From an optimization exercise on the open Yosys and OpenROAD flow, aimed at small area; shortcuts taken in it are not production practice. Function was checked by simulation only, so behaviour that the tests miss may differ from the original. Power and IR drop assume default switching activity.

## flow/design.v

```verilog
module top (
    input clk,
    input mode,
    input song,
    input plus,
    input minus,
    input rst,
    input set,
    input refer,
    input player1,
    input player2,
    output reg [8:0] rope,
    output reg [1:0] sel,
    output reg [1:0] ledr,
    output reg [1:0] ledg,
    output [1:0] ledb,
    output [3:0] ledop,
    output [7:0] segdata1,
    output [7:0] segdata0,
    output [7:0] seg,
    output [7:0] sel8,
    output reg ledplayer1,
    output reg ledplayer2,
    output reg buzzer,
    output reg round_indicator_1,
    output reg round_indicator_2
);
localparam SYM_DASH = 4'd10, SYM_L = 4'd11, SYM_E = 4'd12, SYM_BLANK = 4'd13;
wire playsong;
wire song_pulse, mode_pulse, plus_pulse, minus_pulse, set_pulse, refer_pulse;
wire player1_pulse, player2_pulse;
wire set_q, plus_q, minus_q;    
wire b40_lt, b40_gt;         
wire mid_lt, mid_gt;         
wire fast_lt, fast_gt;       
reg  mid_lt_d, mid_gt_d;
parameter init              = 3'd0;
parameter time_set          = 3'd1;
parameter round_set         = 3'd2;
parameter finish_setting    = 3'd3;
parameter counting_down     = 3'd4;
parameter gaming            = 3'd5;
parameter check             = 3'd6;
parameter gameover          = 3'd7;
reg [2:0] current_state;
reg [2:0] next_state;
reg gameoverflag;            
reg win1, win2, draw;
reg winflag_1, winflag_2, buzzerflag;
reg [1:0] modereg;
reg [3:0] cycle;
reg [2:0] scan;
reg [3:0] score1, score2;
reg [3:0] win;
reg [1:0] nr1;              
reg [3:0] nr0;              
reg [4:0] seck;              
reg [4:0] seck_d;            
reg [3:0] sr1, sr0;          
reg [3:0] sr1_d, sr0_d;      
reg [1:0] cntdownsec;
reg [3:0] buzzer_gameover_8;
reg       ledb_r;
reg       insetting_d;       
reg       act_d;             
reg [3:0] sd0, sd1;          
reg [3:0] segsym;            
reg [1:0] dmode;             
reg [1:0] d_r1;
reg [3:0] d_r0;
reg       lag1, lag2;        
reg [14:0] p1;
reg [12:0] p2;
reg [11:0] p3;
reg [12:0] buzzer_cnt_1Hz;
reg [13:0] countdown_1Hz;
wire [14:0] p1_next = {p1[13:0], ~(p1[14] ^ p1[13])};
wire [12:0] p2_next = {p2[11:0], ~(p2[12] ^ p2[3] ^ p2[2] ^ p2[0])};
wire [11:0] p3_next = {p3[10:0], ~(p3[11] ^ p3[5] ^ p3[3] ^ p3[0])};
wire [12:0] b1_next = {buzzer_cnt_1Hz[11:0], ~(buzzer_cnt_1Hz[12] ^ buzzer_cnt_1Hz[3] ^ buzzer_cnt_1Hz[2] ^ buzzer_cnt_1Hz[0])};
wire [13:0] cd_next = {countdown_1Hz[12:0], ~(countdown_1Hz[13] ^ countdown_1Hz[4] ^ countdown_1Hz[2] ^ countdown_1Hz[0])};
wire p1_1500  = (p1 == 15'h300e);
wire p1_1501  = (p1 == 15'h601c);
wire p1_12000 = (p1 == 15'h594c);
wire p1_24000 = (p1 == 15'h187a);
wire p2_3000  = (p2 == 13'h1cd0);
wire p2_6000  = (p2 == 13'h0457);
wire p3_2769  = (p3 == 12'h50d);
wire p3_3000  = (p3 == 12'hd32);
wire b1_6000  = (buzzer_cnt_1Hz == 13'h0457);
wire cd_12000 = (countdown_1Hz == 14'h3115);
debounce mode_debounce    (.clk(clk), .rst(rst), .key(mode),    .key_pulse(mode_pulse));
debounce song_debounce    (.clk(clk), .rst(rst), .key(song),    .key_pulse(song_pulse));
debounce sec_plus_debounce(.clk(clk), .rst(rst), .key(plus),    .key_pulse(plus_pulse), .key_q(plus_q));
debounce sec_minus_debounce(.clk(clk), .rst(rst), .key(minus),  .key_pulse(minus_pulse), .key_q(minus_q));
debounce set_debounce     (.clk(clk), .rst(rst), .key(set),     .key_pulse(set_pulse), .key_q(set_q));
debounce refer_debounce   (.clk(clk), .rst(rst), .key(refer),   .key_pulse(refer_pulse));
debounce player1_debounce (.clk(clk), .rst(rst), .key(player1), .key_pulse(player1_pulse));
debounce player2_debounce (.clk(clk), .rst(rst), .key(player2), .key_pulse(player2_pulse));
breath_gen #(.N(40), .W(6), .T2(5), .LAST(6'h2d)) b40  (.clk(clk), .rst(rst), .lt(b40_lt),  .gt(b40_gt));
breath_gen #(.N(24), .W(5), .T2(3), .LAST(5'h1a)) bmid (.clk(clk), .rst(rst), .lt(mid_lt),  .gt(mid_gt));
breath_gen #(.N(15), .W(4), .T2(3), .LAST(4'h8)) bfast(.clk(clk), .rst(rst), .lt(fast_lt), .gt(fast_gt));
always @(posedge clk) begin
    mid_lt_d <= mid_lt;
    mid_gt_d <= mid_gt;
end
playsongs bgm(.clk(clk), .rst(gameoverflag), .song(song_pulse), .buzzer(playsong));
wire st_init  = (current_state == init);
wire st_ts    = (current_state == time_set);
wire st_rs    = (current_state == round_set);
wire st_fin   = (current_state == finish_setting);
wire st_cd    = (current_state == counting_down);
wire st_game  = (current_state == gaming);
wire st_check = (current_state == check);
wire st_over  = (current_state == gameover);
wire secreg_zero = (sr1 == 4'd0) && (sr0 == 4'd0);
wire p1won = (score1 == win);
wire p2won = (score2 == win);
wire rope_left  = rope[0] | rope[1] | rope[2] | rope[3];
wire rope_right = rope[5] | rope[6] | rope[7] | rope[8];
always @(posedge clk or negedge rst)
begin
    if (!rst) current_state <= init;
    else      current_state <= next_state;
end
always @(posedge clk)
begin
    case (current_state)
    init:           next_state <= time_set;
    time_set:       if (set_pulse) next_state <= round_set;
    round_set:      if (set_pulse) next_state <= finish_setting;
    finish_setting: if (refer_pulse) next_state <= counting_down;
    counting_down:  if (cntdownsec == 0) next_state <= gaming;
    gaming: begin
        if (!secreg_zero) begin
            if (rope[0] || rope[8]) next_state <= check;
        end
        else next_state <= check;
    end
    check: begin
        if (p1won || p2won) next_state <= gameover;
        else if (refer_pulse) next_state <= counting_down;
    end
    default:        next_state <= gameover;
    endcase
end
always @(posedge clk)
begin
    case (current_state)
    init: begin
        score1 <= 0; score2 <= 0; win1 <= 0; win2 <= 0; nr1 <= 2'd0; nr0 <= 4'd1; draw <= 0;
    end
    gaming: begin
        if      (rope[0]) begin win1 <= 1; win2 <= 0; end
        else if (rope[8]) begin win1 <= 0; win2 <= 1; end
        else if (rope_left && secreg_zero)  begin win1 <= 1; win2 <= 0; end
        else if (rope_right && secreg_zero) begin win1 <= 0; win2 <= 1; end
        else if (rope[4] && secreg_zero) draw <= 1;
    end
    check: begin
        if      (win1) begin score1 <= score1 + 1'b1; win1 <= 0; end
        else if (win2) begin score2 <= score2 + 1'b1; win2 <= 0; end
        else if (draw) draw <= 0;
        if (win1 || win2 || draw) begin
            if (nr1 == 2'd3 && nr0 == 4'd1) begin nr1 <= 2'd0; nr0 <= 4'd0; end
            else if (nr0 == 4'd9) begin nr1 <= nr1 + 1'b1; nr0 <= 4'd0; end
            else nr0 <= nr0 + 1'b1;
        end
    end
    default: begin win1 <= 0; win2 <= 0; end
    endcase
end
always @(posedge clk)
begin
    case (current_state)
    init: begin
        ledr <= 2'b00; ledg <= 2'b11; ledb_r <= 1'b1;
    end
    time_set:  if (set_pulse) begin ledr[1] <= 1; ledg[1] <= 0; end
    round_set: if (set_pulse) begin ledr[0] <= 1; ledg[0] <= 0; end
    finish_setting: if (refer_pulse) begin
        ledr <= 2'b11; ledg <= 2'b11; ledb_r <= 1'b1;
    end
    counting_down: begin
        if (p2_3000) begin
            ledr <= ~ledr; ledg <= ~ledg; ledb_r <= ~ledb_r;
        end
        if (cntdownsec == 0) begin
            ledr <= 2'b11; ledg <= 2'b11; ledb_r <= 1'b1;
        end
    end
    gaming: begin
        if (rope[4]) begin
            ledg[0] <= b40_lt; ledg[1] <= b40_gt; ledr <= 2'b11;
        end
        else if (rope[2] || rope[3] || rope[5] || rope[6]) begin
            ledg[0] <= mid_lt; ledr[0] <= mid_lt_d; ledg[1] <= mid_gt; ledr[1] <= mid_gt_d;
        end
        else if (rope[0] || rope[1] || rope[7] || rope[8]) begin
            ledg <= 2'b11; ledr[0] <= fast_lt; ledr[1] <= fast_gt;
        end
    end
    default: begin
        ledr <= 2'b11; ledg <= 2'b11; ledb_r <= 1'b1;
    end
    endcase
end
assign ledb = {2{ledb_r}};
always @(posedge clk)
begin
    case (current_state)
    init: begin seck <= 5'd1; win <= 4'd1; end
    time_set: begin
        if (minus_pulse) seck <= (seck == 5'd1)  ? 5'd19 : seck - 1'b1;
        else if (plus_pulse) seck <= (seck == 5'd19) ? 5'd1 : seck + 1'b1;
    end
    round_set: begin
        if (minus_pulse) win <= (win == 4'd1) ? 4'd9 : win - 1'b1;
        else if (plus_pulse) win <= (win == 4'd9) ? 4'd1 : win + 1'b1;
    end
    default: ;
    endcase
end
always @(posedge clk) insetting_d <= st_ts | st_rs;
assign ledop[0] = ~insetting_d | set_q;
assign ledop[1] = 1'b1;
assign ledop[2] = ~insetting_d | plus_q;
assign ledop[3] = ~insetting_d | minus_q;
always @(posedge clk)
begin
    if (st_cd) begin
        if (p1_12000) cntdownsec <= cntdownsec - 1'b1;
    end
    else cntdownsec <= 2'd3;
end
always @(posedge clk)
begin
    case (current_state)
    init: countdown_1Hz <= 14'd0;
    counting_down: begin
        sr1 <= {1'b0, seck[4:1]};
        sr0 <= seck[0] ? 4'd5 : 4'd0;
    end
    gaming: begin
        if (cd_12000) begin
            countdown_1Hz <= 14'd0;
            if (sr0 == 4'd0) begin sr0 <= 4'd9; sr1 <= sr1 - 1'b1; end
            else sr0 <= sr0 - 1'b1;
        end
        else countdown_1Hz <= cd_next;
    end
    default: ;
    endcase
end
always @(posedge clk)
begin
    seck_d <= seck;
    sr1_d  <= sr1;
    sr0_d  <= sr0;
end
always @(posedge clk)
begin
    case (current_state)
    init: sel <= 2'b11;
    time_set: if (p2_6000) sel <= ~sel;
    round_set: begin
        sel[0] <= 1'b1;
        if (p2_6000) sel[1] <= ~sel[1];
    end
    finish_setting: sel <= 2'b00;
    counting_down:  sel <= 2'b10;
    gaming:         sel <= 2'b00;
    default: ;
    endcase
end
always @(posedge clk)
begin
    case (current_state)
    init: dmode <= 2'd0;
    time_set: begin
        sd0 <= seck_d[0] ? 4'd5 : 4'd0;
        sd1 <= seck_d[4:1];
    end
    round_set: sd1 <= win;
    finish_setting: begin
        sd0 <= seck_d[0] ? 4'd5 : 4'd0;
        sd1 <= seck_d[4:1];
        dmode <= 2'd1;
        d_r1 <= 2'd0; d_r0 <= 4'd0;
    end
    counting_down: begin
        d_r1 <= nr1;
        d_r0 <= nr0;
        sd0 <= {2'b00, cntdownsec};
    end
    gaming: begin
        sd0 <= sr0_d;
        sd1 <= sr1_d;
    end
    check: ;
    default: begin
        if (p2won)      dmode <= 2'd3;
        else if (p1won) dmode <= 2'd2;
    end
    endcase
end
assign segdata0[7] = 1'b0;
seg7d seg7_sd0 (.d(sd0), .s(segdata0[6:0]));
assign segdata1[7] = 1'b0;
seg7d seg7_sd1 (.d(sd1), .s(segdata1[6:0]));
always @(posedge clk) begin
    lag1 <= st_check & win1;
    lag2 <= st_check & win2 & ~win1;
end
wire [3:0] d_s1 = lag1 ? score1 - 1'b1 : score1;
wire [3:0] d_s2 = lag2 ? score2 - 1'b1 : score2;
reg [3:0] scan_sym;
always @(*) begin
    case (dmode)
    2'd1: case (scan)
        3'd0: scan_sym = d_s2;
        3'd1: scan_sym = SYM_DASH;
        3'd2: scan_sym = SYM_DASH;
        3'd3: scan_sym = d_s1;
        3'd4: scan_sym = d_r0;
        3'd5: scan_sym = {2'b00, d_r1};
        3'd6: scan_sym = SYM_DASH;
        default: scan_sym = win;
        endcase
    2'd2: case (scan)
        3'd0: scan_sym = SYM_E;
        3'd1: scan_sym = 4'd5;
        3'd2: scan_sym = 4'd0;
        3'd3: scan_sym = SYM_L;
        default: scan_sym = 4'd6;
        endcase
    2'd3: case (scan)
        3'd4: scan_sym = SYM_E;
        3'd5: scan_sym = 4'd5;
        3'd6: scan_sym = 4'd0;
        3'd7: scan_sym = SYM_L;
        default: scan_sym = 4'd6;
        endcase
    default: scan_sym = SYM_BLANK;
    endcase
end
always @(posedge clk)
begin
    act_d <= (current_state >= finish_setting);
    if (st_init) begin
        scan <= 3'd0;
        segsym <= SYM_BLANK;
    end
    else if (current_state >= finish_setting) begin
        scan <= scan + 1'b1;
        segsym <= scan_sym;
    end
end
assign seg[7] = 1'b0;
seg7 seg7_seg (.d(segsym), .s(seg[6:0]));
assign sel8 = act_d ? ~(8'd1 << (scan - 1'b1)) : 8'hff;
always @(posedge clk)
begin
    case (current_state)
    init: begin
        cycle <= 4'd1;
        winflag_2 <= 0;
        rope <= 9'b0;
    end
    time_set, round_set: begin
        case (modereg)
        2'b00: rope <= {9{b40_lt}};
        2'b01: rope <= {{4{b40_lt}}, b40_gt, {4{b40_lt}}};
        2'b10: rope <= 9'b1111_1_1111;
        default: rope <= 9'b0;
        endcase
    end
    finish_setting: rope <= 9'b0;
    counting_down: begin
        if (p3_2769) cycle <= cycle + 1'b1;
        case (cycle)
            4'd1:  rope <= 9'b1000_0_0001;
            4'd2:  rope <= 9'b0100_0_0010;
            4'd3:  rope <= 9'b0010_0_0100;
            4'd4:  rope <= 9'b0001_0_1000;
            4'd5:  rope <= 9'b0000_1_0000;
            4'd6:  rope <= 9'b0001_0_1000;
            4'd7:  rope <= 9'b0010_0_0100;
            4'd8:  rope <= 9'b0100_0_0010;
            4'd9:  rope <= 9'b1000_0_0001;
            4'd10: rope <= 9'b0100_0_0010;
            4'd11: rope <= 9'b0010_0_0100;
            4'd12: rope <= 9'b0001_0_1000;
            4'd13: rope <= 9'b0000_1_0000;
            default: ;
        endcase
    end
    gaming: begin
        if (player2_pulse)      rope <= {rope[0], rope[8:1]};
        else if (player1_pulse) rope <= {rope[7:0], rope[8]};
    end
    check: begin
        if (p1won || p2won) winflag_2 <= 1'b1;
        cycle <= 4'd1;
    end
    default: begin
        if (p2_3000) rope <= ~rope;
        else if ((p1won || p2won) && winflag_2) rope <= 9'b0101_0_1010;
        if ((p1won || p2won) && winflag_2) winflag_2 <= 1'b0;
    end
    endcase
end
wire beep_go = ~p1_1501;     
always @(posedge clk)
begin
    case (current_state)
    time_set: begin
        if (set_pulse || plus_pulse || minus_pulse || buzzerflag) begin
            buzzerflag <= beep_go; buzzer <= beep_go;
        end
    end
    round_set: begin
        if (plus_pulse || minus_pulse || buzzerflag) begin
            buzzerflag <= beep_go; buzzer <= beep_go;
        end
        if (set_pulse) buzzerflag <= 1'b1;
    end
    finish_setting: begin
        buzzerflag <= beep_go & buzzerflag;
        buzzer     <= beep_go & buzzerflag;
    end
    counting_down: if (b1_6000) buzzer <= ~buzzer;
    check: begin
        if (p1won || p2won) winflag_1 <= 1'b1;
        if (p1_1500 && buzzer_gameover_8 < 4'd8) begin
            buzzer <= ~buzzer;
            buzzer_gameover_8 <= buzzer_gameover_8 + 1'b1;
        end
    end
    gameover: begin
        if ((p1won || p2won) && winflag_1) begin
            buzzer <= ~buzzer;
            winflag_1 <= 1'b0;
        end
        if (p1_24000 && !gameoverflag) begin
            buzzer <= ~buzzer;
            gameoverflag <= 1'b1;
        end
        if (gameoverflag) buzzer <= playsong;
    end
    default: begin
        buzzer <= 1'b0;
        buzzer_gameover_8 <= 0;
        winflag_1 <= 1'b0;
        buzzerflag <= 1'b0;
        gameoverflag <= 1'b0;
    end
    endcase
end
always @(posedge clk)
begin
    if (st_init) buzzer_cnt_1Hz <= 13'd0;
    else if (st_cd) buzzer_cnt_1Hz <= b1_6000 ? 13'd0 : b1_next;
end
wire ns_over = (next_state == gameover);
always @(posedge clk)
begin
    case (current_state)
    time_set:
        p1 <= ((set_pulse || plus_pulse || minus_pulse || buzzerflag) && beep_go) ? p1_next : 15'd0;
    round_set:
        p1 <= ((plus_pulse || minus_pulse || buzzerflag) && beep_go) ? p1_next : 15'd0;
    finish_setting:
        p1 <= (beep_go && buzzerflag && next_state != counting_down) ? p1_next : 15'd0;
    counting_down:
        p1 <= (p1_12000 || ns_over) ? 15'd0 : p1_next;
    check:
        p1 <= (next_state != check || (p1_1500 && buzzer_gameover_8 < 4'd8)) ? 15'd0 : p1_next;
    gameover:
        p1 <= (p1_24000 && !gameoverflag) ? 15'd0 : p1_next;
    default: p1 <= 15'd0;
    endcase
end
always @(posedge clk)
begin
    case (current_state)
    time_set, round_set: p2 <= p2_6000 ? 13'd0 : p2_next;
    counting_down:       p2 <= (p2_3000 || ns_over) ? 13'd0 : p2_next;
    gameover:            p2 <= p2_3000 ? 13'd0 : p2_next;
    default:             p2 <= 13'd0;
    endcase
end
always @(posedge clk)
begin
    case (current_state)
    counting_down: p3 <= (p3_2769 || ns_over) ? 12'd0 : p3_next;
    check:         p3 <= (p3_3000 || next_state == counting_down) ? 12'd0 : p3_next;
    gameover:      p3 <= p3_3000 ? 12'd0 : p3_next;
    default:       p3 <= 12'd0;
    endcase
end
always @(posedge clk)
begin
    case (current_state)
    time_set, round_set: begin
        case (modereg)
        2'b00: begin ledplayer1 <= b40_lt; ledplayer2 <= b40_lt; end
        2'b01: begin ledplayer1 <= b40_gt; ledplayer2 <= b40_gt; end
        2'b10: begin ledplayer1 <= 1'b1;   ledplayer2 <= 1'b1;   end
        default: begin ledplayer1 <= 1'b0; ledplayer2 <= 1'b0;   end
        endcase
    end
    check: begin
        if (p3_3000) begin
            if (rope_left)  ledplayer1 <= ~ledplayer1;
            if (rope_right) ledplayer2 <= ~ledplayer2;
        end
    end
    gameover: begin
        if (p3_3000) begin
            if (p1won) ledplayer1 <= ~ledplayer1;
            if (p2won) ledplayer2 <= ~ledplayer2;
        end
    end
    default: begin
        ledplayer1 <= 1'b0;
        ledplayer2 <= 1'b0;
    end
    endcase
end
always @(posedge clk)
begin
    case (current_state)
    time_set, round_set: begin
        case (modereg)
        2'b00: begin round_indicator_1 <= b40_lt; round_indicator_2 <= b40_lt; end
        2'b01: begin round_indicator_1 <= b40_gt; round_indicator_2 <= b40_gt; end
        2'b10: begin round_indicator_1 <= 1'b1;   round_indicator_2 <= 1'b1;   end
        default: begin round_indicator_1 <= 1'b0; round_indicator_2 <= 1'b0;   end
        endcase
    end
    default: begin
        round_indicator_1 <= 1'b0;
        round_indicator_2 <= 1'b0;
    end
    endcase
end
always @(posedge clk or negedge rst)
begin
    if (!rst) modereg <= 2'b00;
    else if (mode_pulse) modereg <= modereg + 1'b1;
end
endmodule
module seg7 (
    input  [3:0] d,
    output [6:0] s
);
assign s = (d == 4'd0)  ? 7'h3f :
           (d == 4'd1)  ? 7'h06 :
           (d == 4'd2)  ? 7'h5b :
           (d == 4'd3)  ? 7'h4f :
           (d == 4'd4)  ? 7'h66 :
           (d == 4'd5)  ? 7'h6d :
           (d == 4'd6)  ? 7'h7d :
           (d == 4'd7)  ? 7'h07 :
           (d == 4'd8)  ? 7'h7f :
           (d == 4'd9)  ? 7'h6f :
           (d == 4'd10) ? 7'h40 :
           (d == 4'd11) ? 7'h38 :
           (d == 4'd12) ? 7'h79 : 7'h00;
endmodule
module seg7d (
    input  [3:0] d,
    output [6:0] s
);
assign s = (d == 4'd0)  ? 7'h3f :
           (d == 4'd1)  ? 7'h06 :
           (d == 4'd2)  ? 7'h5b :
           (d == 4'd3)  ? 7'h4f :
           (d == 4'd4)  ? 7'h66 :
           (d == 4'd5)  ? 7'h6d :
           (d == 4'd6)  ? 7'h7d :
           (d == 4'd7)  ? 7'h07 :
           (d == 4'd8)  ? 7'h7f : 7'h6f;
endmodule
module debounce (clk,rst,key,key_pulse,key_q);
input  clk;
input  rst;
input  key;
output key_pulse;
output key_q;
reg       key_rst_pre_n;
reg       key_rst_n;
reg [7:0] cnt;
reg       key_sec_n;
reg       key_sec_pre_n;
wire key_edge = ~key_rst_pre_n & key_rst_n;
wire [7:0] carry = {&cnt[6:0], &cnt[5:0], &cnt[4:0], &cnt[3:0], &cnt[2:0], &cnt[1:0], cnt[0], 1'b1};
wire [7:0] cnt_next = (cnt ^ carry) & {8{~key_edge}};
always @(posedge clk or negedge rst)
begin
    if (!rst) begin
        key_rst_n     <= 1'b0;
        key_rst_pre_n <= 1'b0;
        cnt           <= 8'h0;
        key_sec_n     <= 1'b0;
        key_sec_pre_n <= 1'b0;
    end
    else begin
        key_rst_n     <= ~key;
        key_rst_pre_n <= key_rst_n;
        cnt <= cnt_next;
        if (carry[7] & cnt[7]) key_sec_n <= ~key;
        key_sec_pre_n <= key_sec_n;
    end
end
assign key_pulse = ~key_sec_pre_n & key_sec_n;
assign key_q = ~key_rst_n;
endmodule
module breath_gen #(parameter N = 40, parameter W = 6, parameter T2 = 5, parameter [W-1:0] LAST = 6'h2d) (
    input  clk,
    input  rst,
    output reg lt,
    output reg gt
);
reg [W-1:0] cnt1;
reg [W-1:0] cnt2;
reg         flag;
wire [W-1:0] c1_up   = {cnt1[W-2:0], ~(cnt1[W-1] ^ cnt1[T2-1])};
wire [W-1:0] c2_up   = {cnt2[W-2:0], ~(cnt2[W-1] ^ cnt2[T2-1])};
wire [W-1:0] c2_down = {~(cnt2[0] ^ cnt2[T2]), cnt2[W-1:1]};
wire c1_last = (cnt1 == LAST);
always @(posedge clk or negedge rst) begin
    if (!rst) begin
        cnt1 <= 0;
        cnt2 <= 0;
        flag <= 1'b0;
    end
    else begin
        cnt1 <= c1_last ? {W{1'b0}} : c1_up;
        if (c1_last) begin
            if (!flag) begin
                if (cnt2 == LAST) flag <= 1'b1;
                else              cnt2 <= c2_up;
            end
            else begin
                if (cnt2 == 0) flag <= 1'b0;
                else           cnt2 <= c2_down;
            end
        end
    end
end
wire eq = (cnt1 == cnt2);
wire ge = eq | ((cnt1 != 0) & lt);
always @(posedge clk) begin
    lt <= ge;
    gt <= ~ge | eq;
end
endmodule
module playsongs(
    input clk,
    input rst,
    input song,
    output reg buzzer
);
reg [7:0] hcnt;      
reg       ph;        
reg [4:0] cnt1;      
reg [6:0] cnt2;      
reg [1:0] flag;      
reg [2:0] note;      
reg [7:0] hlast;     
reg [7:0] hlast2;    
reg [4:0] cishu;
reg [4:0] cishu_div;
reg [6:0] last;      
always @(*) begin
    case (flag)
        2'd0: case (cnt2)
            7'd0: note = 3'd3;
            7'd1: note = 3'd3;
            7'd2: note = 3'd4;
            7'd3: note = 3'd5;
            7'd4: note = 3'd5;
            7'd5: note = 3'd4;
            7'd6: note = 3'd3;
            7'd7: note = 3'd2;
            7'd8: note = 3'd1;
            7'd9: note = 3'd1;
            7'd10: note = 3'd2;
            7'd11: note = 3'd3;
            7'd12: note = 3'd3;
            7'd13: note = 3'd2;
            7'd14: note = 3'd2;
            7'd16: note = 3'd3;
            7'd17: note = 3'd3;
            7'd18: note = 3'd4;
            7'd19: note = 3'd5;
            7'd20: note = 3'd5;
            7'd21: note = 3'd4;
            7'd22: note = 3'd3;
            7'd23: note = 3'd2;
            7'd24: note = 3'd1;
            7'd25: note = 3'd1;
            7'd26: note = 3'd2;
            7'd27: note = 3'd3;
            7'd28: note = 3'd2;
            7'd29: note = 3'd1;
            7'd30: note = 3'd1;
            7'd32: note = 3'd2;
            7'd33: note = 3'd2;
            7'd34: note = 3'd3;
            7'd35: note = 3'd1;
            7'd36: note = 3'd2;
            7'd37: note = 3'd3;
            7'd38: note = 3'd4;
            7'd39: note = 3'd3;
            7'd40: note = 3'd1;
            7'd41: note = 3'd2;
            7'd42: note = 3'd3;
            7'd43: note = 3'd4;
            7'd44: note = 3'd3;
            7'd45: note = 3'd2;
            7'd46: note = 3'd1;
            7'd47: note = 3'd2;
            7'd48: note = 3'd5;
            7'd50: note = 3'd3;
            7'd51: note = 3'd3;
            7'd52: note = 3'd4;
            7'd53: note = 3'd5;
            7'd54: note = 3'd5;
            7'd55: note = 3'd4;
            7'd56: note = 3'd3;
            7'd57: note = 3'd2;
            7'd58: note = 3'd1;
            7'd59: note = 3'd1;
            7'd60: note = 3'd2;
            7'd61: note = 3'd3;
            7'd62: note = 3'd2;
            7'd63: note = 3'd1;
            7'd64: note = 3'd1;
            default: note = 3'd0;
        endcase
        2'd1: case (cnt2)
            7'd0: note = 3'd1;
            7'd1: note = 3'd1;
            7'd2: note = 3'd5;
            7'd3: note = 3'd5;
            7'd4: note = 3'd6;
            7'd5: note = 3'd6;
            7'd6: note = 3'd5;
            7'd8: note = 3'd4;
            7'd9: note = 3'd4;
            7'd10: note = 3'd3;
            7'd11: note = 3'd3;
            7'd12: note = 3'd2;
            7'd13: note = 3'd2;
            7'd14: note = 3'd1;
            7'd16: note = 3'd5;
            7'd17: note = 3'd5;
            7'd18: note = 3'd4;
            7'd19: note = 3'd4;
            7'd20: note = 3'd3;
            7'd21: note = 3'd3;
            7'd22: note = 3'd2;
            7'd24: note = 3'd5;
            7'd25: note = 3'd5;
            7'd26: note = 3'd4;
            7'd27: note = 3'd4;
            7'd28: note = 3'd3;
            7'd29: note = 3'd3;
            7'd30: note = 3'd2;
            7'd32: note = 3'd1;
            7'd33: note = 3'd1;
            7'd34: note = 3'd5;
            7'd35: note = 3'd5;
            7'd36: note = 3'd6;
            7'd37: note = 3'd6;
            7'd38: note = 3'd5;
            7'd40: note = 3'd4;
            7'd41: note = 3'd4;
            7'd42: note = 3'd3;
            7'd43: note = 3'd3;
            7'd44: note = 3'd2;
            7'd45: note = 3'd2;
            7'd46: note = 3'd1;
            default: note = 3'd0;
        endcase
        2'd2: case (cnt2)
            7'd0: note = 3'd1;
            7'd1: note = 3'd2;
            7'd2: note = 3'd3;
            7'd3: note = 3'd1;
            7'd4: note = 3'd1;
            7'd5: note = 3'd2;
            7'd6: note = 3'd3;
            7'd7: note = 3'd1;
            7'd8: note = 3'd3;
            7'd9: note = 3'd4;
            7'd10: note = 3'd5;
            7'd12: note = 3'd3;
            7'd13: note = 3'd4;
            7'd14: note = 3'd5;
            7'd16: note = 3'd5;
            7'd17: note = 3'd6;
            7'd18: note = 3'd5;
            7'd19: note = 3'd4;
            7'd20: note = 3'd3;
            7'd21: note = 3'd1;
            7'd22: note = 3'd5;
            7'd23: note = 3'd6;
            7'd24: note = 3'd5;
            7'd25: note = 3'd4;
            7'd26: note = 3'd3;
            7'd27: note = 3'd1;
            7'd28: note = 3'd2;
            7'd29: note = 3'd5;
            7'd30: note = 3'd1;
            7'd32: note = 3'd2;
            7'd33: note = 3'd5;
            7'd34: note = 3'd1;
            default: note = 3'd0;
        endcase        default: note = 3'd0;
    endcase
end
always @(*) begin
    case (note)
        3'd0: begin hlast = 8'hcf; hlast2 = 8'hcf; cishu = 5'd11; cishu_div = 5'd8; end
        3'd1: begin hlast = 8'h15; hlast2 = 8'h15; cishu = 5'd13; cishu_div = 5'd10; end
        3'd2: begin hlast = 8'h59; hlast2 = 8'h59; cishu = 5'd14; cishu_div = 5'd11; end
        3'd3: begin hlast = 8'h11; hlast2 = 8'h11; cishu = 5'd16; cishu_div = 5'd12; end
        3'd4: begin hlast = 8'hb5; hlast2 = 8'h6a; cishu = 5'd17; cishu_div = 5'd13; end
        3'd5: begin hlast = 8'h3a; hlast2 = 8'h3a; cishu = 5'd19; cishu_div = 5'd15; end
        3'd6: begin hlast = 8'h9c; hlast2 = 8'h9c; cishu = 5'd22; cishu_div = 5'd17; end
        default: begin hlast = 8'h17; hlast2 = 8'h2e; cishu = 5'd24; cishu_div = 5'd19; end
    endcase
    case (flag)
        2'd0: last = 7'd65;
        2'd1: last = 7'd47;
        2'd2: last = 7'd35;
        default: last = 7'd0;
    endcase
end
wire hend = (hcnt == (ph ? hlast2 : hlast));    
wire end0 = ph & hend;                           
wire end1 = (cnt1 == cishu);
always @(posedge clk or negedge rst)
begin
    if (!rst) begin
        flag   <= 2'b00;
        hcnt   <= 0;
        ph     <= 1'b0;
        cnt1   <= 0;
        cnt2   <= 0;
        buzzer <= 1'b0;
    end
    else begin
        if (song) flag <= flag + 1'b1;
        if (flag == 2'b11 || song) begin
            hcnt <= 0;
            ph   <= 1'b0;
            cnt1 <= 0;
            cnt2 <= 0;
        end
        else begin
            if (hend) hcnt <= 0;
            else              hcnt <= {hcnt[6:0], ~(hcnt[7] ^ hcnt[5] ^ hcnt[4] ^ hcnt[3])};
            if (hend) ph <= ~ph;
            if (end0) begin
                if (end1) cnt1 <= 0;
                else      cnt1 <= cnt1 + 1'b1;
            end
            if (end0 && end1) begin
                if (cnt2 == last) cnt2 <= 0;
                else              cnt2 <= cnt2 + 1'b1;
            end
        end
        buzzer <= (note != 3'd0) && (cnt1 < cishu_div) && ph;
    end
end
endmodule
```

## flow/constraint.sdc

```tcl
create_clock -name core_clock -period 10.0 [get_ports {clk}]
set_input_delay 2.0000 -clock core_clock [delete_from_list [all_inputs] [get_ports {clk}]]
set_output_delay 2.0000 -clock core_clock [all_outputs]
set_load 0.01 [all_outputs]
```

## flow/flow/run.sh

```bash
#!/bin/bash
# The standard layout (the standard.sh, unchanged synthesis) with two CTS
# and placement options: the port buffers are sky130_fd_sc_hd__buf_1 cells,
# and clock tree synthesis inserts no dummy loads. Each tool's output is kept
# in a log file here.
set -euo pipefail
export BUFFER_PORTS_ARGS="-buffer_cell sky130_fd_sc_hd__buf_1"
export CTS_ARGS="-sink_clustering_enable -repair_clock_nets -sink_clustering_size 25 -sink_clustering_max_diameter 100 -dont_use_dummy_load"
bash ./standard.sh > standard.log 2>&1
```

## flow/standard.sh

```bash
#!/bin/bash
# synth_recipe.tcl (not shown) runs the flow's synth.tcl, then flattens the netlist and writes it again
# the make line also repeats each setting of config.mk as NAME=value (left out here)
make -C /OpenROAD-flow-scripts/flow DESIGN_CONFIG=/design/flow/config.mk WORK_HOME=/design/flow/orfs CLKGATE_MAP_FILE= SYNTH_SCRIPT=/design/flow/synth_recipe.tcl "${@:-finish}"
```

## flow/config.mk

```make
export PLATFORM = sky130hd
export DESIGN_NAME = top
export DESIGN_NICKNAME = top
export VERILOG_FILES = /design/flow/design.v
export SDC_FILE = /design/flow/constraint.sdc
export NUM_CORES = 4
export LEC_CHECK = 0
export ABC_AREA = 1
export ABC_CLOCK_PERIOD_IN_PS = 1000000
export CAP_MARGIN = 20
export CORE_MARGIN = 2
export CORE_UTILIZATION = 40
export CTS_CLUSTER_DIAMETER = 100
export CTS_CLUSTER_SIZE = 25
export PLACE_DENSITY = 0.6
export SLEW_MARGIN = 20
```

==> notes.md, run 1 <==
status complete, no violations; pin count of the biggest net entering global routing 78; Antenna Cells 0; Core Box Area 43400 um^2; Final WS setup 5.88 ns; Post-synth EDFFs 97; Area growth, synth to finish 7.19%; Yosys reg bits 344; synthesized cell area around 18000 um^2; first-pass GRT wire length 65.3 mm; predominant post-synthesis flop cell dfrtp_1; Routed WL per cell 14.1 um; Die Y 214 um; final std cells w/o fill approximately 2700; Cell Pwr Density 125 nW/um^2; initial antenna violation count 1; crit-path cells inv_1 -> ha_1 -> or2_2 -> nand2_1 -> inv_1 -> nand3_1 -> buf_1; Top cell by count, worst path inv_1; Setup Skew 0.0409 ns; critical path required time 8.00 ns; Cells after Synth between 2000 and 2500; clock buffer count from CTS 18; die width 214 um; Setup Buffers After CTS 0; Multi-input gate area 7460 um^2; Worst Reg-to-Reg Cells 21; Rel. slew slack 36.6%; met3 WL around 1.9 mm; routability cong. 0.909; register clock-pin slew on the reported worst setup and hold paths roughly 0.11 ns; post-synthesis sequential area ratio about half; vias 13800; hold_ws 0.233 ns; fin area 18900 um^2; Total Power Consumption 2.36 mW; Clk pwr share 32.0%; most frequent cells in the layout nand2_1, inv_1, nor2_1, dfrtp_1, nand3_1; max layer used met4; Met2 Wirelength 18.0 mm; Post-CTS Resized 0; FF-to-FF End bgm.cnt2[2]; CP max stage delay 0.49 ns; worst-path cell with the longest stage delay dfxtp_1; maximum buffer depth of the clock tree 3; final wirelength 38.9 mm; CTS tree done; fin crit share 41.2%; Initial Util approximately two fifths; Starting DRT DRC Count 1122; Worst EP arrival ~2.1 ns; Setup-failing EPs final 0; Static Leak 8.87 nW; Reg2Reg Launch Point bgm.cnt2[2]; Area contributors post-synth dfrtp_1, edfxtp_1, dfxtp_1; Synth cell types between 50 and 60; Post-Route M1 WL between 15 and 20 mm; Setup CP Type flip-flop to primary output; layout cells sized above 1 2.82%; most common cell after layout, fill and taps aside nand2_1; share of power burned in registers 63.8%; full die area 45800 um^2; min Tclk post-route just over 4 ns; Worst setup SP type flip-flop; Fillers 4370; critical path peak fanout 7; Comb pwr share 4.2%; H-tree Lvls 1; Synth area leader dfrtp_1; GRT Overall Usage 16.9%; Switching Share a little over a fifth; port bufs 63; DP HPWL 29.0 mm; clock sink total approximately 340; # rows 76; Fmax 0.242 GHz; Hold Crit Class flip-flop to async pin; Nets 2275; DP Area 18500 um^2; Layout Utilization 43.6%; Fin. Hold Viols 0; Via density 5.01; delay-heaviest family, CP flip-flops; Post-CTS Hold Fix Bufs 0; TNS Setup 0 ns; CP endpoint kind primary output; Reg area 8650 um^2; asr flop ratio synth 45.9%; Worst Tran Pin Value 0.950 ns; GRT Residual Overflow 0; DRC 0; Max rail drop VDD roughly 130 uV; Max-Cap Viols 0; R2R setup slack 6.39 ns; pre-CTS WS 6.26 ns; CP Buf/Inv Count 3; switching power about 510 uW; max-slew violations 0; unrepaired setup endpoints after global routing false; yosys warns 6; DRT Pass-1 Iters 5; placed cell count 2728; clk latency of the worst-skew pair 0.51 ns; Avg Cell Area, Syn 8.33 um^2; I/O pin count 68; origin of the worst setup path scan[0]; post-synth top area share 22.4%; internal power approximately 1.8 mW; clk root buf clkbuf_16; vias in the first global route 13000; Final ANT Viol Nets 0
-- state kept, by name, indices dropped and copies added (netlist names), 6 cells and up --
name,flops
p1,15
countdown_1Hz,14
buzzer_cnt_1Hz,13
p2,13
p3,12
rope,9
bgm.hcnt,8
mode_debounce.cnt,8
player1_debounce.cnt,8
player2_debounce.cnt,8
refer_debounce.cnt,8
sec_minus_debounce.cnt,8
sec_plus_debounce.cnt,8
set_debounce.cnt,8
song_debounce.cnt,8
bgm.cnt2,7
b40.cnt1,6
b40.cnt2,6
-- metal layers --
metal | track usage (%) | vias to the layer above
li1 | - | 6930
met1 | 23.4 | 6496
met2 | 28.0 | 305
met3 | 2.48 | 38
met4 | 3.59 | 0
met5 | 0 | -
-- synthesized netlist by cell type (5+ instances only) --
master and instances:
o21ai_0 108, a21oi_1 84, nand4_1 26, o221ai_1 6
dfrtp_1 158, o22ai_1 6, buf_4 11, nor4_1 14
nor3b_1 12, a211oi_1 7, or2_2 8, o211ai_1 23
nor3_1 33, ha_1 101, clkbuf_1 32, a31oi_1 11
nand2_2 6, buf_2 5, dfxtp_1 89, nor2_1 300
inv_1 331, nand3_1 147, clkinv_1 5, inv_2 8
xor2_1 26, xnor2_1 42, nand2_1 365, edfxtp_1 97
-- power by group through the flow --
| stage | clock [mW] | combinational (mW) | sequential [mW] |
|---|---|---|---|
| finish | 0.753 | 0.0991 | 1.50 |
| global route | 0.837 | 0.122 | 1.51 |
| CTS | 0.792 | 0.102 | 1.51 |
| detailed placement | 0 | 0.101 | 1.54 |
| global placement | 0 | 0.0954 | 1.53 |
| floorplan | 0 | 0.0763 | 1.53 |
-- area by class of cell --
class / instances / share of cell area (%)
multi-input combinational: 1381 / 39.4
inverter: 345 / 6.86
sequential: 344 / 45.7
tap: 585 / 3.87
timing repair buffer: 74 / 1.75
clock buffer: 18 / 2.38
-- cell families (layout without fill, tap and decap cells) --
kind of cell,count (synthesis),in the layout,synth area share (%)
AOI/OAI and AO/OA,281,281,9.26
buffers and inverters,397,437,8.81
adders and majority gates,101,101,7.16
xor gates and xnor gates,68,68,3.37
and+or+nand+nor,927,927,22.4
other,2,4,0.0425
DFF,344,344,49.0
-- how the worst max path moves through the flow --
stage                             endpoint  cells past startpoint
6_report                           sel8[5]                      7
2_1_floorplan                      sel8[4]                      6
5_1_grt                            sel8[4]                      7
3_5_place_dp                 bfast.cnt1[1]                      2
3_3_place_gp   song_debounce.key_sec_pre_n                      2
4_1_cts                            sel8[5]                      7
==> run 2: changes to the inputs <==
--- a/flow/design.v
+++ b/flow/design.v
@@ -90,20 +90,4 @@
 wire b1_6000  = (buzzer_cnt_1Hz == 13'h0457);
 wire cd_12000 = (countdown_1Hz == 14'h3115);
-debounce mode_debounce    (.clk(clk), .rst(rst), .key(mode),    .key_pulse(mode_pulse));
-debounce song_debounce    (.clk(clk), .rst(rst), .key(song),    .key_pulse(song_pulse));
-debounce sec_plus_debounce(.clk(clk), .rst(rst), .key(plus),    .key_pulse(plus_pulse), .key_q(plus_q));
-debounce sec_minus_debounce(.clk(clk), .rst(rst), .key(minus),  .key_pulse(minus_pulse), .key_q(minus_q));
-debounce set_debounce     (.clk(clk), .rst(rst), .key(set),     .key_pulse(set_pulse), .key_q(set_q));
-debounce refer_debounce   (.clk(clk), .rst(rst), .key(refer),   .key_pulse(refer_pulse));
-debounce player1_debounce (.clk(clk), .rst(rst), .key(player1), .key_pulse(player1_pulse));
-debounce player2_debounce (.clk(clk), .rst(rst), .key(player2), .key_pulse(player2_pulse));
-breath_gen #(.N(40), .W(6), .T2(5), .LAST(6'h2d)) b40  (.clk(clk), .rst(rst), .lt(b40_lt),  .gt(b40_gt));
-breath_gen #(.N(24), .W(5), .T2(3), .LAST(5'h1a)) bmid (.clk(clk), .rst(rst), .lt(mid_lt),  .gt(mid_gt));
-breath_gen #(.N(15), .W(4), .T2(3), .LAST(4'h8)) bfast(.clk(clk), .rst(rst), .lt(fast_lt), .gt(fast_gt));
-always @(posedge clk) begin
-    mid_lt_d <= mid_lt;
-    mid_gt_d <= mid_gt;
-end
-playsongs bgm(.clk(clk), .rst(gameoverflag), .song(song_pulse), .buzzer(playsong));
 wire st_init  = (current_state == init);
 wire st_ts    = (current_state == time_set);
@@ -114,4 +98,20 @@
 wire st_check = (current_state == check);
 wire st_over  = (current_state == gameover);
+debounce mode_debounce (.clk(clk), .init(st_init), .key(mode),    .key_pulse(mode_pulse));
+debounce song_debounce (.clk(clk), .init(st_init), .key(song),    .key_pulse(song_pulse));
+debounce sec_plus_debounce (.clk(clk), .init(st_init), .key(plus),    .key_pulse(plus_pulse), .key_q(plus_q));
+debounce sec_minus_debounce (.clk(clk), .init(st_init), .key(minus),  .key_pulse(minus_pulse), .key_q(minus_q));
+debounce set_debounce (.clk(clk), .init(st_init), .key(set),     .key_pulse(set_pulse), .key_q(set_q));
+debounce refer_debounce (.clk(clk), .init(st_init), .key(refer),   .key_pulse(refer_pulse));
+debounce player1_debounce (.clk(clk), .init(st_init), .key(player1), .key_pulse(player1_pulse));
+debounce player2_debounce (.clk(clk), .init(st_init), .key(player2), .key_pulse(player2_pulse));
+breath_gen #(.N(40), .W(6), .T2(5), .LAST(6'h2d)) b40  (.clk(clk), .init(st_init), .lt(b40_lt),  .gt(b40_gt));
+breath_gen #(.N(24), .W(5), .T2(3), .LAST(5'h1a)) bmid (.clk(clk), .init(st_init), .lt(mid_lt),  .gt(mid_gt));
+breath_gen #(.N(15), .W(4), .T2(3), .LAST(4'h8)) bfast(.clk(clk), .init(st_init), .lt(fast_lt), .gt(fast_gt));
+always @(posedge clk) begin
+    mid_lt_d <= mid_lt;
+    mid_gt_d <= mid_gt;
+end
+playsongs bgm(.clk(clk), .rst(gameoverflag), .song(song_pulse), .buzzer(playsong));
 wire secreg_zero = (sr1 == 4'd0) && (sr0 == 4'd0);
 wire p1won = (score1 == win);
@@ -584,7 +584,7 @@
            (d == 4'd8)  ? 7'h7f : 7'h6f;
 endmodule
-module debounce (clk,rst,key,key_pulse,key_q);
+module debounce (clk,init,key,key_pulse,key_q);
 input  clk;
-input  rst;
+input  init;
 input  key;
 output key_pulse;
@@ -598,15 +598,14 @@
 wire [7:0] carry = {&cnt[6:0], &cnt[5:0], &cnt[4:0], &cnt[3:0], &cnt[2:0], &cnt[1:0], cnt[0], 1'b1};
 wire [7:0] cnt_next = (cnt ^ carry) & {8{~key_edge}};
-always @(posedge clk or negedge rst)
+always @(posedge clk)
 begin
-    if (!rst) begin
-        key_rst_n     <= 1'b0;
+    key_rst_n <= ~key;
+    if (init) begin
         key_rst_pre_n <= 1'b0;
-        cnt           <= 8'h0;
+        cnt           <= 8'h1;
         key_sec_n     <= 1'b0;
         key_sec_pre_n <= 1'b0;
     end
     else begin
-        key_rst_n     <= ~key;
         key_rst_pre_n <= key_rst_n;
         cnt <= cnt_next;
@@ -620,5 +619,5 @@
 module breath_gen #(parameter N = 40, parameter W = 6, parameter T2 = 5, parameter [W-1:0] LAST = 6'h2d) (
     input  clk,
-    input  rst,
+    input  init,
     output reg lt,
     output reg gt
@@ -631,7 +630,8 @@
 wire [W-1:0] c2_down = {~(cnt2[0] ^ cnt2[T2]), cnt2[W-1:1]};
 wire c1_last = (cnt1 == LAST);
-always @(posedge clk or negedge rst) begin
-    if (!rst) begin
-        cnt1 <= 0;
+wire [W-1:0] c1_one = {{(W-1){1'b0}}, 1'b1};
+always @(posedge clk) begin
+    if (init) begin
+        cnt1 <= c1_one;
         cnt2 <= 0;
         flag <= 1'b0;
@@ -654,6 +654,6 @@
 wire ge = eq | ((cnt1 != 0) & lt);
 always @(posedge clk) begin
-    lt <= ge;
-    gt <= ~ge | eq;
+    lt <= ge | init;
+    gt <= ~ge | eq | init;
 end
 endmodule
--- a/flow/flow/run.sh
+++ b/flow/flow/run.sh
@@ -6,4 +6,4 @@
 set -euo pipefail
 export BUFFER_PORTS_ARGS="-buffer_cell sky130_fd_sc_hd__buf_1"
-export CTS_ARGS="-sink_clustering_enable -repair_clock_nets -sink_clustering_size 25 -sink_clustering_max_diameter 100 -dont_use_dummy_load"
+export CTS_ARGS="-sink_clustering_enable -repair_clock_nets -sink_clustering_size 30 -sink_clustering_max_diameter 100 -dont_use_dummy_load"
 bash ./standard.sh > standard.log 2>&1
--- a/flow/config.mk
+++ b/flow/config.mk
@@ -12,5 +12,5 @@
 export CORE_UTILIZATION = 40
 export CTS_CLUSTER_DIAMETER = 100
-export CTS_CLUSTER_SIZE = 25
+export CTS_CLUSTER_SIZE = 30
 export PLACE_DENSITY = 0.6
 export SLEW_MARGIN = 20
==> notes.md, run 2 <==
status complete, no violations (unchanged); Fillers 4392 (was 4370); Setup Skew 0.0701 ns (was 0.0409 ns); critical path peak fanout 7 (unchanged); DRC 0 (unchanged); GRT Overall Usage 16.8% (was 16.9%); Reg area 8000 um^2 (was 8650 um^2); TNS Setup 0 ns (unchanged); final wirelength 38.0 mm (was 38.9 mm); Fin. Hold Viols 0 (unchanged); max-slew violations 0 (unchanged); full die area 45200 um^2 (was 45800 um^2); placed cell count 2789 (was 2728); clk latency of the worst-skew pair 0.54 ns (was 0.51 ns); Cell Pwr Density 125 nW/um^2 (about the same); clock sink total 344 (unchanged); routability cong. 0.887 (was 0.909); vias in the first global route 12900 (was 13000); critical path required time 8.00 ns (about the same); Area growth, synth to finish 6.56% (was 7.19%); Worst Reg-to-Reg Cells 9 (was 21); yosys warns 6 (unchanged); FF-to-FF End buzzer_gameover_8[3] (was bgm.cnt2[2]); Core Box Area 43000 um^2 (was 43400 um^2); Rel. slew slack 37.1% (was 36.6%); switching power 497 uW (was 510 uW); commonest cells in the netlist inv_1, nand2_1, nor2_1 (was nand2_1, inv_1, nor2_1); Switching Share 21.5% (was 21.6%); layout cells sized above 1 3.29% (was 2.82%); Fmax 0.244 GHz (was 0.242 GHz); H-tree Lvls 1 (unchanged); crit path to sel8[4] (was sel8[5]); Area contributors post-synth dfxtp_1, edfxtp_1, inv_1 (was dfrtp_1, edfxtp_1, dfxtp_1); Initial Util 40.5% (was 40.7%); post-synthesis sequential area ratio 46.0% (was 49.0%); initial antenna violation count 0 (was 1); Nets 2333 (was 2275); Die Y 213 um (was 214 um); Largest regs p1 x15, countdown_1Hz x14 (unchanged); Antenna Cells 0 (unchanged); R2R setup slack 6.48 ns (was 6.39 ns); post-synth top area share 25.1% (was 22.4%); most frequent cells in the layout inv_1, nand2_1, nor2_1, dfxtp_1, nand3_1 (was nand2_1, inv_1, nor2_1, dfrtp_1, nand3_1); CP endpoint kind primary output (unchanged); vias 13900 (was 13800); Post-synth EDFFs 97 (unchanged); # rows 76 (unchanged); max reg flops 15 (unchanged); min Tclk post-route 4.09 ns (was 4.12 ns); Cells after Synth 2190 (was 2120); asr flop ratio synth 8.43% (was 45.9%); clk root buf clkbuf_16 (unchanged); I/O pin count 68 (unchanged); fin crit share 40.9% (was 41.2%); Comb pwr share 4.1% (was 4.2%); internal power 1.82 mW (was 1.85 mW); origin of the worst setup path scan[0] (unchanged); pin count of the biggest net entering global routing 56 (was 78); final std cells w/o fill 2805 (was 2747); predominant post-synthesis flop cell dfxtp_1 (was dfrtp_1); die width 213 um (was 214 um); most common cell after layout, fill and taps aside inv_1 (was nand2_1); Worst Tran Pin Value 0.934 ns (was 0.950 ns); maximum buffer depth of the clock tree 3 (unchanged); GRT Residual Overflow 0 (unchanged); share of power burned in registers 65.0% (was 63.8%); Max-Cap Viols 0 (unchanged); synthesized cell area 17400 um^2 (was 17700 um^2); clock buffer count from CTS 16 (was 18); Starting DRT DRC Count 992 (was 1122); Total Power Consumption 2.31 mW (was 2.36 mW); register clock-pin slew on the reported worst setup and hold paths 0.11 ns (about the same); Multi-input gate area 7740 um^2 (was 7460 um^2); Avg Cell Area, Syn 7.95 um^2 (was 8.33 um^2); Worst EP arrival 2.09 ns (was 2.12 ns); first-pass GRT wire length 62.6 mm (was 65.3 mm); Yosys reg bits 344 (unchanged); Max rail drop VDD 111 uV (was 126 uV); Final ANT Viol Nets 0 (unchanged); DP HPWL 28.3 mm (was 29.0 mm); Routed WL per cell 13.5 um (was 14.1 um); Post-CTS Hold Fix Bufs 0 (unchanged); most common cell in the synthesized netlist inv_1 (was nand2_1); Layout Utilization 43.1% (was 43.6%); DRT Pass-1 Iters 6 (was 5); Via density 4.96 (was 5.01); largest register by flop count p1 (unchanged); unrepaired setup endpoints after global routing false (unchanged); Setup-failing EPs final 0 (unchanged); Hold Crit Class flip-flop to async pin (unchanged); Setup CP Type flip-flop to primary output (unchanged); Post-CTS Resized 0 (unchanged); Worst setup SP type flip-flop (unchanged); Reg2Reg Launch Point current_state[2] (was bgm.cnt2[2]); Static Leak 8.55 nW (was 8.87 nW); Synth area leader dfxtp_1 (was dfrtp_1); CTS tree done (unchanged); port bufs 63 (unchanged); Clk pwr share 30.9% (was 32.0%); Synth cell types 62 (was 55); Setup Buffers After CTS 0 (unchanged)
-- run 2: cell count changes after synthesis, moves of 10 or more --
cell | previous run | this run
o21ai_0 | 108 | 130
inv_1 | 331 | 350
a21oi_1 | 84 | 105
nor2_1 | 300 | 310
nand2_1 | 365 | 347
dfrtp_1 | 158 | 29
dfxtp_1 | 89 | 218
-- run 2: area by class of cell --
cell class | instances | share of cell area [%]
Timing Repair Buffer | 70 | 1.56
Multi-Input combinational cell | 1426 | 41.8
Clock buffer | 16 | 2.16
Inverter | 364 | 7.41
Tap cell | 585 | 3.95
Sequential cell | 344 | 43.2
-- run 2: cell families after synthesis --
logic type / after synthesis / share of synthesized area (%)
AOI/OAI and AO/OA: 327 / 10.7
other: 2 / 0.0432
buffers and inverters: 422 / 9.63
DFF: 344 / 46.0
adders and majority gates: 101 / 7.26
xor gates and xnor gates: 65 / 3.27
and+or+nand+nor: 929 / 23.1
-- run 2: worst min-delay path by stage --
stage	slack (ns)	from	cells after the start	endpoint
2_1_floorplan	0.33	bmid.gt	0	mid_gt_d
3_3_place_gp	0.33	gameoverflag	1	bgm.buzzer
3_5_place_dp	0.33	gameoverflag	1	bgm.cnt1[3]
4_1_cts	0.35	gameoverflag	1	bgm.cnt1[3]
5_1_grt	0.38	gameoverflag	1	bgm.cnt1[4]
6_report	0.33	gameoverflag	1	bgm.cnt1[3]
-- run 2: per-layer routing --
metal	global-route usage, %	part of all wire (%)	vias up
met5	0	0	-
met4	4.20	1.7	0
met3	1.83	4.7	43
met2	28.7	47	300
met1	22.6	47	6455
li1	-	-	7116
-- run 2: through the flow --
| stage | setup WS [ns] | hold slack [ns] | cell area [um^2] |
|---|---|---|---|
| after floorplan | 6.71 | 0.332 | 17400 |
| after CTS | 5.89 | 0.348 | 18500 |
| final | 5.91 | 0.328 | 18500 |
| after detailed placement | 6.47 | 0.329 | 18100 |
| after global routing | 5.79 | 0.383 | 18500 |
| after global placement | 6.53 | 0.330 | 18100 |
-- run 2: worst max-delay path: stages, from the launching register on --
cell and delay [ns]:
dfxtp_1 0.46, inv_1 0.15, ha_1 0.23, or2_2 0.27
nand2_1 0.13, inv_1 0.10, nand3_1 0.08, buf_1 0.15
-- run 2: power by group through the flow --
| stage | combinational, mW | sequential [mW] | clock, mW |
|---|---|---|---|
| 5_1_grt | 0.117 | 1.51 | 0.789 |
| 3_5_place_dp | 0.0980 | 1.54 | 0 |
| 4_1_cts | 0.0989 | 1.50 | 0.746 |
| 2_1_floorplan | 0.0814 | 1.53 | 0 |
| 6_report | 0.0953 | 1.50 | 0.714 |
| 3_3_place_gp | 0.0901 | 1.53 | 0 |
==> run 3: changes to the inputs <==
--- a/flow/flow/run.sh
+++ b/flow/flow/run.sh
@@ -6,4 +6,4 @@
 set -euo pipefail
 export BUFFER_PORTS_ARGS="-buffer_cell sky130_fd_sc_hd__buf_1"
-export CTS_ARGS="-sink_clustering_enable -repair_clock_nets -sink_clustering_size 30 -sink_clustering_max_diameter 100 -dont_use_dummy_load"
+export CTS_ARGS="-sink_clustering_enable -repair_clock_nets -sink_clustering_size 35 -sink_clustering_max_diameter 90 -dont_use_dummy_load"
 bash ./standard.sh > standard.log 2>&1
--- a/flow/config.mk
+++ b/flow/config.mk
@@ -11,6 +11,6 @@
 export CORE_MARGIN = 2
 export CORE_UTILIZATION = 40
-export CTS_CLUSTER_DIAMETER = 100
-export CTS_CLUSTER_SIZE = 30
+export CTS_CLUSTER_DIAMETER = 90
+export CTS_CLUSTER_SIZE = 35
 export PLACE_DENSITY = 0.6
 export SLEW_MARGIN = 20
==> notes.md, run 3 <==
final wirelength 38.0 mm (about the same); Starting DRT DRC Count 965 (was 992); pin count of the biggest net entering global routing 56 (unchanged); first-pass GRT wire length 62.9 mm (was 62.6 mm); Setup CP Type flip-flop to primary output (unchanged); initial antenna violation count 0 (unchanged); commonest cells in the netlist inv_1, nand2_1, nor2_1 (unchanged); Rel. slew slack 37.4% (was 37.1%); Post-CTS Resized 0 (unchanged); Max rail drop VDD 112 uV (was 111 uV); max reg flops 15 (unchanged); I/O pin count 68 (unchanged); Worst Tran Pin Value 0.930 ns (was 0.934 ns); Synth cell types 62 (unchanged); Synth area leader dfxtp_1 (unchanged); # rows 76 (unchanged); GRT Residual Overflow 0 (unchanged); predominant post-synthesis flop cell dfxtp_1 (unchanged); Worst EP arrival 2.11 ns (was 2.09 ns); port bufs 63 (unchanged); GRT Overall Usage 16.8% (about the same); largest family of logic cells by synthesized area simple AND/OR/NAND/NOR gates (unchanged); routability cong. 0.887 (unchanged); Largest regs p1 x15, countdown_1Hz x14 (unchanged); Synth Area in Adders 7.26% (unchanged); Post-synth EDFFs 97 (unchanged); post-synthesis sequential area ratio 46.0% (unchanged); pre-CTS WS 6.47 ns (unchanged); origin of the worst setup path scan[0] (unchanged); Final ANT Viol Nets 0 (unchanged); Switching Share 21.5% (about the same); DRC 0 (unchanged); Area growth, synth to finish 6.70% (was 6.56%); DRT Pass-1 Iters 5 (was 6); Reg2Reg Launch Point current_state[2] (unchanged); Setup Buffers After CTS 0 (unchanged); status complete, no violations (unchanged); Fmax 0.244 GHz (about the same); Post-CTS Hold Fix Bufs 0 (unchanged); unrepaired setup endpoints after global routing false (unchanged); Initial Util 40.5% (unchanged); synthesized cell area 17400 um^2 (unchanged); clk latency of the worst-skew pair 0.55 ns (was 0.54 ns); Yosys reg bits 344 (unchanged); Synth Area in XOR/XNOR 3.27% (unchanged); most common cell in the synthesized netlist inv_1 (unchanged); Comb pwr share 4.1% (about the same); clock buffer count from CTS 17 (was 16); Cell Pwr Density 126 nW/um^2 (was 125 nW/um^2); Die Y 213 um (unchanged); Fillers 4398 (was 4392); largest register by flop count p1 (unchanged); Fin. Hold Viols 0 (unchanged); maximum buffer depth of the clock tree 3 (unchanged); asr flop ratio synth 8.43% (unchanged); CTS tree done (unchanged); Core Box Area 43000 um^2 (unchanged); layout cells sized above 1 3.33% (was 3.29%); max-slew violations 0 (unchanged); clk root buf clkbuf_16 (unchanged); register clock-pin slew on the reported worst setup and hold paths 0.11 ns (about the same); Setup-failing EPs final 0 (unchanged); Post-Synth Simple-Gate Area 23.1% (unchanged); min Tclk post-route 4.11 ns (was 4.09 ns); most frequent cells in the layout inv_1, nand2_1, nor2_1, dfxtp_1, nand3_1 (unchanged); DP HPWL 28.3 mm (unchanged); CP endpoint kind primary output (unchanged); vias in the first global route 12900 (about the same); Static Leak 8.56 nW (was 8.55 nW); TNS Setup 0 ns (unchanged); Final WS setup 5.89 ns (was 5.91 ns); Max-Cap Viols 0 (unchanged); Hold Crit Class flip-flop to async pin (unchanged); die width 213 um (unchanged); H-tree Lvls 1 (unchanged); Cells after Synth 2190 (unchanged); Via density 4.95 (was 4.96); internal power 1.83 mW (was 1.82 mW); clock sink total 344 (unchanged); full die area 45200 um^2 (unchanged); yosys warns 6 (unchanged); fin crit share 41.1% (was 40.9%); Compound-Gate Fraction of Synth Area 10.7% (unchanged); critical path required time 8.00 ns (about the same); most common cell after layout, fill and taps aside inv_1 (unchanged); post-synthesis mux area share 0% (unchanged); Area contributors post-synth dfxtp_1, edfxtp_1, inv_1 (unchanged); Setup Skew 0.0897 ns (was 0.0701 ns); post-synth top area share 25.1% (unchanged); critical path peak fanout 7 (unchanged); vias 13900 (about the same); Avg Cell Area, Syn 7.95 um^2 (unchanged); Routed WL per cell 13.6 um (was 13.5 um); Nets 2334 (was 2333); Clk pwr share 31.5% (was 30.9%); switching power 500 uW (was 497 uW); Worst Reg-to-Reg Cells 9 (unchanged); share of power burned in registers 64.4% (was 65.0%); Worst setup SP type flip-flop (unchanged); Antenna Cells 0 (unchanged)
## run 3: through the flow
stage	utilization (%)	power (mW)	hold WS, ns	cells	area [um^2]
floorplan	-	1.61	0.332	2192	17400
global placement	42.2	1.62	0.330	2789	18100
detailed placement	42.2	1.63	0.329	2789	18100
CTS	43.2	2.37	0.373	2806	18600
global route	43.2	2.44	0.406	2806	18600
finish	43.2	2.33	0.359	2806	18600
## run 3: logic make-up after synthesis
| kind of cell | count (synthesis) |
|---|---|
| buf+inv | 422 |
| xor+xnor | 65 |
| fa+ha+maj | 101 |
| flops | 344 |
| simple gates | 929 |
| compound gates | 327 |
| other cells | 2 |
## run 3: worst max-delay path: stages (launching register included)
cell,delay (ns)
dfxtp_1,0.46
inv_1,0.15
ha_1,0.23
or2_2,0.27
nand2_1,0.13
inv_1,0.10
nand3_1,0.08
buf_1,0.15
## run 3: per-layer routing
metal	routed length (um)	up-vias	share of wire [%]	global-route usage (%)
met4	653	0	1.7	4.15
met2	17900	285	47	28.8
met1	17700	6428	46	22.6
met5	0	-	0	0
met3	1780	37	4.7	1.85
li1	-	7133	-	-
## run 3: area by class of cell
type                       count  area [um^2]  share of cell area, %
clock buffer                  17          425                   2.29
inverter                     364         1370                   7.40
timing repair buffer          70          289                   1.56
sequential                   344         8000                   43.1
tap                          585          732                   3.94
multi-input combinational   1426         7740                   41.7
## run 3: path summary, 6_finish.rpt
| kind | end | slack, ns |
|---|---|---|
| setup / recovery | sel8[4] | 5.89 |
| hold / removal | bgm.cnt1[3] | 0.36 |
| setup reg to reg | buzzer_gameover_8[3] | 6.43 |
| hold reg to reg | bgm.cnt1[3] | 0.36 |
| max in group asynchronous | modereg[0] | 8.33 |
| min in group core_clock | sr0_d[1] | 0.38 |
## run 3: power groups by stage
stage	Sequential, mW	Clock [mW]	Combinational [mW]
after floorplan	1.53	0	0.0814
after global placement	1.53	0	0.0901
after detailed placement	1.54	0	0.0980
after CTS	1.50	0.768	0.0986
after global routing	1.51	0.814	0.117
final	1.50	0.735	0.0952
==> run 4: changes to the inputs <==
--- a/flow/flow/run.sh
+++ b/flow/flow/run.sh
@@ -6,4 +6,4 @@
 set -euo pipefail
 export BUFFER_PORTS_ARGS="-buffer_cell sky130_fd_sc_hd__buf_1"
-export CTS_ARGS="-sink_clustering_enable -repair_clock_nets -sink_clustering_size 35 -sink_clustering_max_diameter 90 -dont_use_dummy_load"
+export CTS_ARGS="-sink_clustering_enable -repair_clock_nets -sink_clustering_size 25 -sink_clustering_max_diameter 100 -dont_use_dummy_load"
 bash ./standard.sh > standard.log 2>&1
--- a/flow/config.mk
+++ b/flow/config.mk
@@ -11,6 +11,6 @@
 export CORE_MARGIN = 2
 export CORE_UTILIZATION = 40
-export CTS_CLUSTER_DIAMETER = 90
-export CTS_CLUSTER_SIZE = 35
+export CTS_CLUSTER_DIAMETER = 100
+export CTS_CLUSTER_SIZE = 25
 export PLACE_DENSITY = 0.6
 export SLEW_MARGIN = 20
==> notes.md, run 4 <==
Post-CTS Resized 0 (unchanged); DRC 0 (unchanged); Layout Utilization 43.3% (was 43.2%); yosys warns 6 (unchanged); routability cong. 0.887 (unchanged); critical path peak fanout 7 (unchanged); Synth Area in XOR/XNOR 3.27% (unchanged); GR Layer Usage met2 28.9% (was 28.8%); post-synthesis sequential area ratio 46.0% (unchanged); Via density 4.95 (about the same); Max-Cap Viols 0 (unchanged); Antenna Cells 0 (unchanged); Core Box Area 43000 um^2 (unchanged); GRT Residual Overflow 0 (unchanged); Worst setup SP type flip-flop (unchanged); Post-CTS Hold Fix Bufs 0 (unchanged); max-slew violations 0 (unchanged); hold_ws 0.321 ns (was 0.359 ns); met3 Use GR 1.89% (was 1.85%); # rows 76 (unchanged); Total Power Consumption 2.36 mW (was 2.33 mW); Synth cell types 62 (unchanged); most frequent cells in the layout inv_1, nand2_1, nor2_1, dfxtp_1, nand3_1 (unchanged); fin crit share 41.0% (was 41.1%); Yosys reg bits 344 (unchanged); clock sink total 344 (unchanged); Area growth, synth to finish 6.85% (was 6.70%); Post-synth EDFFs 97 (unchanged); most common cell in the synthesized netlist inv_1 (unchanged); met1 usage 22.7% (was 22.6%); Worst Reg-to-Reg Cells 9 (unchanged); Nets 2335 (was 2334); Starting DRT DRC Count 1017 (was 965); Avg Cell Area, Syn 7.95 um^2 (unchanged); critical path required time 8.00 ns (about the same); register clock-pin slew on the reported worst setup and hold paths 0.10 ns (was 0.11 ns); largest family of logic cells by synthesized area simple AND/OR/NAND/NOR gates (unchanged); full die area 45200 um^2 (unchanged); final wirelength 38.2 mm (was 38.0 mm); GRT Overall Usage 16.8% (about the same); DP Area 18100 um^2 (unchanged); I/O pin count 68 (unchanged); H-tree Lvls 1 (unchanged); clk latency of the worst-skew pair 0.52 ns (was 0.55 ns); post-synth top area share 25.1% (unchanged); Setup-failing EPs final 0 (unchanged); Static Leak 8.57 nW (was 8.56 nW); predominant post-synthesis flop cell dfxtp_1 (unchanged); Compound-Gate Fraction of Synth Area 10.7% (unchanged); maximum buffer depth of the clock tree 3 (unchanged); initial antenna violation count 0 (unchanged); layout cells sized above 1 3.38% (was 3.33%); Largest regs p1 x15, countdown_1Hz x14 (unchanged); min Tclk post-route 4.10 ns (was 4.11 ns); TNS Setup 0 ns (unchanged); Reg2Reg Launch Point current_state[2] (unchanged); commonest cells in the netlist inv_1, nand2_1, nor2_1 (unchanged); pin count of the biggest net entering global routing 56 (unchanged); vias in the first global route 12900 (about the same); CP endpoint kind primary output (unchanged); DP HPWL 28.3 mm (unchanged); synthesized cell area 17400 um^2 (unchanged); Synth Area in Adders 7.26% (unchanged); clk root buf clkbuf_16 (unchanged); Setup Buffers After CTS 0 (unchanged); status complete, no violations (unchanged); CTS tree done (unchanged); Final ANT Viol Nets 0 (unchanged); post-synthesis mux area share 0% (unchanged); asr flop ratio synth 8.43% (unchanged); Fmax 0.244 GHz (about the same); most common cell after layout, fill and taps aside inv_1 (unchanged); vias 13900 (about the same); R2R setup slack 6.51 ns (was 6.43 ns); Synth area leader dfxtp_1 (unchanged); Die Y 213 um (unchanged); die width 213 um (unchanged); Cells after Synth 2190 (unchanged); Reg area 8000 um^2 (unchanged); Routed WL per cell 13.6 um (about the same); Max rail drop VDD 109 uV (was 112 uV); Setup Skew 0.0401 ns (was 0.0897 ns); port bufs 63 (unchanged); Post-Synth Simple-Gate Area 23.1% (unchanged); fin area 18600 um^2 (about the same); FF-to-FF End buzzer_gameover_8[3] (unchanged); Area contributors post-synth dfxtp_1, edfxtp_1, inv_1 (unchanged); GR peak layer met2 (unchanged); clock buffer count from CTS 18 (was 17); largest register by flop count p1 (unchanged); max reg flops 15 (unchanged); DRT Pass-1 Iters 5 (unchanged); Fin. Hold Viols 0 (unchanged); Initial Util 40.5% (unchanged); first-pass GRT wire length 63.0 mm (was 62.9 mm); Worst Tran Pin Value 0.947 ns (was 0.930 ns); Hold Crit Class flip-flop to async pin (unchanged); unrepaired setup endpoints after global routing false (unchanged); Setup CP Type flip-flop to primary output (unchanged); Worst EP arrival 2.10 ns (was 2.11 ns); Rel. slew slack 36.2% (was 37.4%); Cell Pwr Density 127 nW/um^2 (was 126 nW/um^2); Multi-input gate area 7740 um^2 (unchanged); Fillers 4389 (was 4398)
[run 4: cell counts after synthesis]
Identical to the previous run, type by type.
[run 4: critical path: stages (launching register included)]
cell and delay (ns):
dfxtp_1 0.46, inv_1 0.15, ha_1 0.23, or2_2 0.27, nand2_1 0.13, inv_1 0.10, nand3_1 0.08, buf_1 0.15
[run 4: cells by family (layout without fill, tap and decap cells)]
kind of cell | Yosys count | in the layout
and+or+nand+nor | 929 | 929
DFF | 344 | 344
AOI/OAI and AO/OA | 327 | 327
adders and majority gates | 101 | 101
xor gates and xnor gates | 65 | 65
buffers and inverters | 422 | 452
other | 2 | 4
[run 4: metrics by stage]
stage / std cells / setup WS [ns]
3_5_place_dp: 2789 / 6.47
5_1_grt: 2807 / 5.78
2_1_floorplan: 2192 / 6.71
4_1_cts: 2807 / 5.89
3_3_place_gp: 2789 / 6.53
6_report: 2807 / 5.90
[run 4: report_power, final]
group / total (mW) / leakage (nW) / internal [mW] / switching [mW]
combinational: 0.0955 / 5.45 / 0.0473 / 0.0482
clock: 0.759 / 0.222 / 0.324 / 0.435
sequential: 1.50 / 2.90 / 1.48 / 0.0247
total: 2.36 / 8.57 / 1.85 / 0.508
[run 4: layout make-up]
cell class	count	share of cell area, %
Tap cell	585	3.94
Sequential cell	344	43.0
Timing Repair Buffer	70	1.55
Multi-Input combinational cell	1426	41.7
Inverter	364	7.39
Clock buffer	18	2.42
[run 4: worst max path at each step]
stage	to	startpoint	cells past startpoint	slack [ns]
after floorplan	sel8[4]	scan[0]	6	6.71
after global placement	buzzer_gameover_8[2]	current_state[2]	9	6.53
after detailed placement	sel8[7]	scan[0]	7	6.47
after CTS	sel8[7]	scan[0]	7	5.89
after global routing	sel8[6]	scan[0]	7	5.78
final	sel8[4]	scan[0]	7	5.90
[run 4: per-layer routing]
| metal | wire (um) | vias up |
|---|---|---|
| li1 | - | 7129 |
| met1 | 17800 | 6420 |
| met2 | 17900 | 309 |
| met3 | 1870 | 41 |
| met4 | 621 | 0 |
| met5 | 0 | - |

Check on run 4: ideal ports give 5.898 ns setup slack; a clkbuf_16 on the clock port and buf_2 on the inputs give 5.846 ns; moving port delays by the midpoint clock arrival (0.559 ns) as well gives 6.405 ns.
